This design comes from an exercise in tuning for small area and a short achievable clock period on the open sky130 flow, not from production work.
The RTL was checked by simulation tests, not by an equivalence proof against the original design.

## lagoon
==> flow/design.v (excerpt) <==
module AccumulatorScale(
  input         clock,
  input         reset,
  output        io_in_ready,
  input         io_in_valid,
  input  [31:0] io_in_bits_acc_read_resp_data_0_0,
  input  [31:0] io_in_bits_acc_read_resp_data_1_0,
  input  [31:0] io_in_bits_acc_read_resp_data_2_0,
  input  [31:0] io_in_bits_acc_read_resp_data_3_0,
  input  [31:0] io_in_bits_acc_read_resp_data_4_0,
  input  [31:0] io_in_bits_acc_read_resp_data_5_0,
  input  [31:0] io_in_bits_acc_read_resp_data_6_0,
  input  [31:0] io_in_bits_acc_read_resp_data_7_0,
  input         io_in_bits_acc_read_resp_fromDMA,
  input  [31:0] io_in_bits_acc_read_resp_scale_bits,
  input  [2:0]  io_in_bits_acc_read_resp_act,
  input  [1:0]  io_in_bits_acc_read_resp_acc_bank_id,
  input         io_out_ready,
  output        io_out_valid,
  output [31:0] io_out_bits_full_data_0_0,
  output [31:0] io_out_bits_full_data_1_0,
  output [31:0] io_out_bits_full_data_2_0,
  output [31:0] io_out_bits_full_data_3_0,
  output [31:0] io_out_bits_full_data_4_0,
  output [31:0] io_out_bits_full_data_5_0,
  output [31:0] io_out_bits_full_data_6_0,
  output [31:0] io_out_bits_full_data_7_0,
  output [7:0]  io_out_bits_data_0_0,
  output [7:0]  io_out_bits_data_1_0,
  output [7:0]  io_out_bits_data_2_0,
  output [7:0]  io_out_bits_data_3_0,
  output [7:0]  io_out_bits_data_4_0,
  output [7:0]  io_out_bits_data_5_0,
  output [7:0]  io_out_bits_data_6_0,
  output [7:0]  io_out_bits_data_7_0,
  output [1:0]  io_out_bits_acc_bank_id,
  output        io_out_bits_fromDMA
);
Settings: LEC_CHECK=0, ABC_AREA=1, CAP_MARGIN=20, CELL_PAD_IN_SITES_DETAIL_PLACEMENT=1, CELL_PAD_IN_SITES_GLOBAL_PLACEMENT=1, CORE_MARGIN=2, CORE_UTILIZATION=48, CTS_BUF_LIST=sky130_fd_sc_hd__clkbuf_16, CTS_CLUSTER_DIAMETER=80, CTS_CLUSTER_SIZE=30, PLACE_DENSITY=0.62, SLEW_MARGIN=20, SYNTH_HIERARCHICAL=1, SYNTH_MINIMUM_KEEP_SIZE=0, TNS_END_PERCENT=5; clock period 48.0 ns.
standard.sh (not shown) runs the stock make flow with config.mk's settings and CLKGATE_MAP_FILE= SYNTH_SCRIPT=/design/flow/synth_recipe.tcl, a recipe that flattens the netlist after the stock synthesis.
==> flow/flow/run.sh <==
#!/bin/bash
# Layout flow: the standard ORFS flow (standard.sh) with two changes.
#  1. After the standard synthesis, every combinational cell is set to the
#     smallest drive strength of its family (downsize.py; same function and
#     pins, registers untouched); the layout's repair steps size up again
#     where timing or slew needs it.
#  2. Extra ORFS variables for the layout steps, from extra_vars.txt: the
#     cell used for the port buffers and the setup margin that timing repair
#     aims for.
# Each step's output goes to a log_*.log file in the work folder (and ORFS's
# own per-step logs under orfs/logs).
set -uo pipefail
W=$PWD
R=$W/orfs/results/sky130hd/AccumulatorScale/base
EXTRA_VARS="$(cat $W/flow/extra_vars.txt | tr '\n' ' ')"
sed "s|\"\${@:-finish}\"|$EXTRA_VARS \"\${@:-finish}\"|" standard.sh > $W/my_standard.sh
grep -q "SETUP_SLACK_MARGIN" $W/my_standard.sh || { echo "could not add the extra variables"; exit 1; }
bash $W/my_standard.sh synth > $W/log_synth.log 2>&1 || { echo "synthesis failed"; exit 1; }
cp $R/1_2_yosys.v $W/synth_1_2_yosys.v
if python3 $W/flow/downsize.py $FLOW_HOME/platforms/sky130hd/lib/sky130_fd_sc_hd__tt_025C_1v80.lib $W/synth_1_2_yosys.v $R/1_2_yosys.v > $W/log_downsize.log 2>&1; then
  rm -f $R/1_synth.odb $R/1_synth.sdc
  touch $R/1_2_yosys.v
else
  echo "downsize step failed; the synthesis netlist is used as it is"
  cp $W/synth_1_2_yosys.v $R/1_2_yosys.v
fi
bash $W/my_standard.sh finish > $W/log_layout.log 2>&1 || { echo "layout failed"; tail -20 $W/log_layout.log; exit 1; }
test -f out/final.def || { echo "no final.def"; exit 1; }
echo "done"
Other scripts of this flow, unchanged in this note and not shown: flow/flow/downsize.py, flow/flow/extra_vars.txt
Looking at the reports, lagoon completed the entire flow and the layout it produced met the timing, design-rule and antenna checks.
[inputs] raven vs lagoon
- changing PLACE_DENSITY from 0.62 to 0.78
- changing CORE_UTILIZATION from 48 to 66
- removing TNS_END_PERCENT (formerly 5)
==> comparison <==
raven terminated abnormally: detailed placement (3_5_place_dp) reported DPL-0033.
Reported for raven and lagoon, average footprint of a synthesized cell turned out identical to the last digit.
From lagoon to raven the numbers moved as follows: final HPWL from detailed placement +16%, number of I/O pins now sits at about the same level, synthesized cell count comparable, synthesized area level.
raven vs. lagoon: number of standard-cell rows in the floorplan -about 15%, weighted congestion reported at the end of routability-driven placement now sits higher.
The following lists how violet was set up differently from raven:
- CELL_PAD_IN_SITES_GLOBAL_PLACEMENT removed (was 1)
- CELL_PAD_IN_SITES_DETAIL_PLACEMENT removed (was 1)
- PLACE_DENSITY changed from 0.78 to 0.66
- CORE_UTILIZATION changed from 66 to 55
Results
As far as net count after synthesis goes, violet and raven are indistinguishable; the numbers are identical. Starting density of the core, violet and raven: smaller value in violet. Height of the chip ends up lower on raven. On area after synthesis, violet and raven are neck and neck. The total half-perimeter wirelength after legalization and detailed placement in raven is 1.4 times that in violet. Chip width sits higher in violet than in raven. raven got as far as detailed placement (3_5_place_dp), where a tool error ended the run. violet went all the way through the flow, and no timing, DRC or antenna check failed.

## build 76
AccumulatorScale again, from the RTL that the note above started with.
==> flow/config.mk <==
export PLATFORM = sky130hd
export DESIGN_NAME = AccumulatorScale
export DESIGN_NICKNAME = AccumulatorScale
export VERILOG_FILES = /design/flow/design.v
export SDC_FILE = /design/flow/constraint.sdc
export NUM_CORES = 8
export LEC_CHECK = 0
export ABC_AREA = 1
export CAP_MARGIN = 20
export CORE_MARGIN = 2
export CORE_UTILIZATION = 62
export CTS_BUF_LIST = sky130_fd_sc_hd__clkbuf_16
export CTS_CLUSTER_DIAMETER = 80
export CTS_CLUSTER_SIZE = 30
export PLACE_DENSITY = 0.72
export SLEW_MARGIN = 20
export SYNTH_HIERARCHICAL = 1
export SYNTH_MINIMUM_KEEP_SIZE = 0
==> flow/constraint.sdc <==
create_clock -name core_clock -period 48.0 [get_ports {clock}]
set_input_delay 9.6000 -clock core_clock [delete_from_list [all_inputs] [get_ports {clock}]]
set_output_delay 9.6000 -clock core_clock [all_outputs]
set_load 0.01 [all_outputs]
==> flow/flow/downsize.py <==
#!/usr/bin/env python3
"""Replace each combinational cell of a netlist by the smallest-area cell of
the same family (same name but for the drive-strength suffix) that has the
same pins. Flip-flops are left alone. Usage: downsize.py LIB IN OUT"""
import re, sys
lib = open(sys.argv[1]).read()

def group(text, start):
    i = text.index("{", start); d = 0
    for j in range(i, len(text)):
        if text[j] == "{": d += 1
        elif text[j] == "}":
            d -= 1
            if d == 0: return text[i + 1:j]

cells = {}
for m in re.finditer(r'\n    cell \("(sky130_fd_sc_hd__\w+)"\)', lib):
    body = group(lib, m.end())
    area = float(re.search(r'area : ([\d.]+)', body).group(1))
    pins = tuple(sorted(re.findall(r'\bpin \("(\w+)"\)', body)))
    dont = 'dont_use : true' in body
    cells[m.group(1)] = (area, pins, dont)
fam = {}
for c in cells:
    mm = re.match(r'(sky130_fd_sc_hd__[a-z0-9]+(?:_[a-z0-9]+)*?)_(\d+)$', c)
    if mm: fam.setdefault(mm.group(1), []).append(c)
best = {}
for f, cs in fam.items():
    for c in cs:
        opts = [d for d in cs if cells[d][1] == cells[c][1] and not cells[d][2]]
        best[c] = min(opts, key=lambda d: cells[d][0])
txt = open(sys.argv[2]).read()
skip = re.compile(r'df|dl|sdf|edf|clkbuf|clkdly|dlygate|dlymetal|conb|lpflow|probe|tap|fill|decap')
n = 0
lines = txt.split("\n")
for i, l in enumerate(lines):
    mm = re.match(r'^(\s*)(sky130_fd_sc_hd__\w+)(\s.*)$', l)
    if mm:
        c = mm.group(2)
        if not skip.search(c) and c in best and best[c] != c:
            lines[i] = mm.group(1) + best[c] + mm.group(3)
            n += 1
open(sys.argv[3], "w").write("\n".join(lines))
sys.stderr.write(f"downsized {n} cells\n")
==> flow/flow/extra_vars.txt <==
BUFFER_PORTS_ARGS="-buffer_cell sky130_fd_sc_hd__buf_1"
SETUP_SLACK_MARGIN=28.5
Scripts as last shown in full above: flow/flow/run.sh
The inputs of build 58 differ from those of build 76 as listed below.
# build 76
export LEC_CHECK = 0
export ABC_AREA = 1
export CAP_MARGIN = 20
export CORE_MARGIN = 2
export CORE_UTILIZATION = 62
export CTS_BUF_LIST = sky130_fd_sc_hd__clkbuf_16
export CTS_CLUSTER_DIAMETER = 80
export CTS_CLUSTER_SIZE = 30
export PLACE_DENSITY = 0.72
export SLEW_MARGIN = 20
export SYNTH_HIERARCHICAL = 1
export SYNTH_MINIMUM_KEEP_SIZE = 0
create_clock -name core_clock -period 48.0 [get_ports {clock}]
# build 58
export LEC_CHECK = 0
export ABC_AREA = 1
export CAP_MARGIN = 20
export CELL_PAD_IN_SITES_DETAIL_PLACEMENT = 1
export CELL_PAD_IN_SITES_GLOBAL_PLACEMENT = 1
export CORE_MARGIN = 2
export CORE_UTILIZATION = 30
export CTS_BUF_LIST = sky130_fd_sc_hd__clkbuf_8
export CTS_CLUSTER_DIAMETER = 50
export CTS_CLUSTER_SIZE = 16
export PLACE_DENSITY = 0.45
export SLEW_MARGIN = 20
export SYNTH_HIERARCHICAL = 1
export SYNTH_MINIMUM_KEEP_SIZE = 0
create_clock -name core_clock -period 48.0 [get_ports {clock}]
## What came out
The run showing the greater final core area utilization is build 76. Compared with build 76, build 58 shows a via total after detailed routing that is 6,564 lower. Via count normalized by instance count, build 76 and build 58: lower on build 58. Delta (build 58 minus build 76): die area climbed about 100%. As of build 58, net total in the final layout had risen slightly compared to build 76.
### build 58 -> build 28
# build 58
export LEC_CHECK = 0
export ABC_AREA = 1
export CAP_MARGIN = 20
export CELL_PAD_IN_SITES_DETAIL_PLACEMENT = 1
export CELL_PAD_IN_SITES_GLOBAL_PLACEMENT = 1
export CORE_MARGIN = 2
export CORE_UTILIZATION = 30
export CTS_BUF_LIST = sky130_fd_sc_hd__clkbuf_8
export CTS_CLUSTER_DIAMETER = 50
export CTS_CLUSTER_SIZE = 16
export PLACE_DENSITY = 0.45
export SLEW_MARGIN = 20
export SYNTH_HIERARCHICAL = 1
export SYNTH_MINIMUM_KEEP_SIZE = 0
create_clock -name core_clock -period 48.0 [get_ports {clock}]
# build 28
export LEC_CHECK = 0
export ABC_AREA = 1
export CAP_MARGIN = 20
export CORE_MARGIN = 2
export CORE_UTILIZATION = 62
export CTS_BUF_LIST = sky130_fd_sc_hd__clkbuf_16
export CTS_CLUSTER_DIAMETER = 80
export CTS_CLUSTER_SIZE = 30
export PLACE_DENSITY = 0.72
export SLEW_MARGIN = 20
export SYNTH_HIERARCHICAL = 1
export SYNTH_MINIMUM_KEEP_SIZE = 0
create_clock -name core_clock -period 48.0 [get_ports {clock}]
==> flow/flow/extra_vars.txt <==
BUFFER_PORTS_ARGS="-buffer_cell sky130_fd_sc_hd__buf_1"
SETUP_SLACK_MARGIN=28.6
## What came out
- The flow completed for build 28, but it is not clean: the layout still shows capacitance limit.
- Between build 28 and build 58, the fraction of the cycle the final worst path needs does not differ in any meaningful way.
- Compared with build 58, in build 28 share of the final layout cell area in sequential cells increased by 1.5 points relative to the old numbers, number of well taps lower.
- | routed wire length | higher: build 58 |
Setup changes, build 28 to build 85
# build 28
export LEC_CHECK = 0
export ABC_AREA = 1
export CAP_MARGIN = 20
export CORE_MARGIN = 2
export CORE_UTILIZATION = 62
export CTS_BUF_LIST = sky130_fd_sc_hd__clkbuf_16
export CTS_CLUSTER_DIAMETER = 80
export CTS_CLUSTER_SIZE = 30
export PLACE_DENSITY = 0.72
export SLEW_MARGIN = 20
export SYNTH_HIERARCHICAL = 1
export SYNTH_MINIMUM_KEEP_SIZE = 0
create_clock -name core_clock -period 48.0 [get_ports {clock}]
# build 85
export LEC_CHECK = 0
export ABC_AREA = 1
export CAP_MARGIN = 20
export CELL_PAD_IN_SITES_DETAIL_PLACEMENT = 1
export CELL_PAD_IN_SITES_GLOBAL_PLACEMENT = 1
export CORE_MARGIN = 2
export CORE_UTILIZATION = 40
export CTS_BUF_LIST = sky130_fd_sc_hd__clkbuf_16
export CTS_CLUSTER_DIAMETER = 80
export CTS_CLUSTER_SIZE = 30
export PLACE_DENSITY = 0.55
export SLEW_MARGIN = 20
export SYNTH_HIERARCHICAL = 1
export SYNTH_MINIMUM_KEEP_SIZE = 0
create_clock -name core_clock -period 48.0 [get_ports {clock}]
==> flow/flow/extra_vars.txt <==
BUFFER_PORTS_ARGS="-buffer_cell sky130_fd_sc_hd__buf_1"
SETUP_SLACK_MARGIN=28.5
Findings:
Out of build 28 and build 85, the only run to close with the timing, design-rule and antenna checks passing was build 85.
Although build 28 finished all stages, its layout failed final checks on capacitance limit.
Against build 28, the final cell area of build 85 is higher.
Compared with build 28, in build 85 routed wire length has increased; register-to-register slack moved up.
Number of cells on the worst reg-to-reg path was lower in the run labelled build 85.
What build 30 does differently from build 85 at the input level:
# build 85
export LEC_CHECK = 0
export ABC_AREA = 1
export CAP_MARGIN = 20
export CELL_PAD_IN_SITES_DETAIL_PLACEMENT = 1
export CELL_PAD_IN_SITES_GLOBAL_PLACEMENT = 1
export CORE_MARGIN = 2
export CORE_UTILIZATION = 40
export CTS_BUF_LIST = sky130_fd_sc_hd__clkbuf_16
export CTS_CLUSTER_DIAMETER = 80
export CTS_CLUSTER_SIZE = 30
export PLACE_DENSITY = 0.55
export SLEW_MARGIN = 20
export SYNTH_HIERARCHICAL = 1
export SYNTH_MINIMUM_KEEP_SIZE = 0
create_clock -name core_clock -period 48.0 [get_ports {clock}]
# build 30
export LEC_CHECK = 0
export ABC_AREA = 1
export CAP_MARGIN = 20
export CELL_PAD_IN_SITES_DETAIL_PLACEMENT = 1
export CELL_PAD_IN_SITES_GLOBAL_PLACEMENT = 1
export CORE_MARGIN = 2
export CORE_UTILIZATION = 30
export CTS_BUF_LIST = sky130_fd_sc_hd__clkbuf_8
export CTS_CLUSTER_DIAMETER = 50
export CTS_CLUSTER_SIZE = 16
export PLACE_DENSITY = 0.45
export SLEW_MARGIN = 20
export SYNTH_HIERARCHICAL = 1
export SYNTH_MINIMUM_KEEP_SIZE = 0
create_clock -name core_clock -period 48.0 [get_ports {clock}]
==> flow/flow/extra_vars.txt <==
BUFFER_PORTS_ARGS="-buffer_cell sky130_fd_sc_hd__buf_1"
SETUP_SLACK_MARGIN=28
[summary]
Higher post-layout instance area was reported by build 30, not build 85.
In build 30, non-filler instance count after layout is higher than in build 85.
Looking at cell row count across build 30 and build 85, the one that comes out higher is build 30.
Compared with build 85, build 30 shows a higher number of global-route vias before repair.
From build 85 to build 30 the numbers moved as follows: worst setup slack fell by 0.021 ns, multi-input logic portion of the cell area fell by 1.3 points.
Comparing build 30 with build 85, the area used by multi-input combinational logic came out essentially unchanged.
Delta (build 30 minus build 85): clock buffer count in the final layout now larger; post-route worst hold slack saw a decrease.

-- static timing again, ports no longer ideal --
Ports are ideal in the flow. The routed layouts listed here were re-timed in OpenROAD.
Step 1 assumes that a clkbuf_16 drives the clock port and a buf_2 every other input.
Step 2, shift: input delay + t, output delay - t, t = (earliest + latest rising clock arrival at the registers) / 2. This alone moves slack from input paths to output paths.
a / b / c = no drivers / after step 1 / after step 2; a / b = the first two.
| run | t, ns | setup WS [ns] | hold WS [ns] | max-slew violations |
|---|---|---|---|---|
| lagoon | 1.045 | 28.442 / 28.416 / 28.416 | 0.366 / 0.366 / 0.366 | 0 / 0 |
| violet | 1.030 | 28.499 / 28.464 / 28.464 | 0.369 / 0.369 / 0.369 | 0 / 0 |
| build 76 | 1.018 | 28.484 / 28.452 / 28.452 | 0.346 / 0.346 / 0.346 | 0 / 0 |
| build 58 | 1.276 | 28.489 / 28.458 / 28.458 | 0.330 / 0.330 / 0.330 | 0 / 0 |
| build 28 | 1.014 | 28.484 / 28.452 / 28.452 | 0.346 / 0.346 / 0.346 | 12 / 13 |
| build 85 | 1.051 | 28.474 / 28.443 / 28.443 | 0.340 / 0.340 / 0.340 | 0 / 0 |
| build 30 | 1.280 | 28.452 / 28.430 / 28.430 | 0.334 / 0.334 / 0.334 | 0 / 0 |
With drivers on, slew violations rise in build 28. The setup slack of violet, which loses most, moves by -0.035 ns with the drivers and by -0.035 ns with both steps.
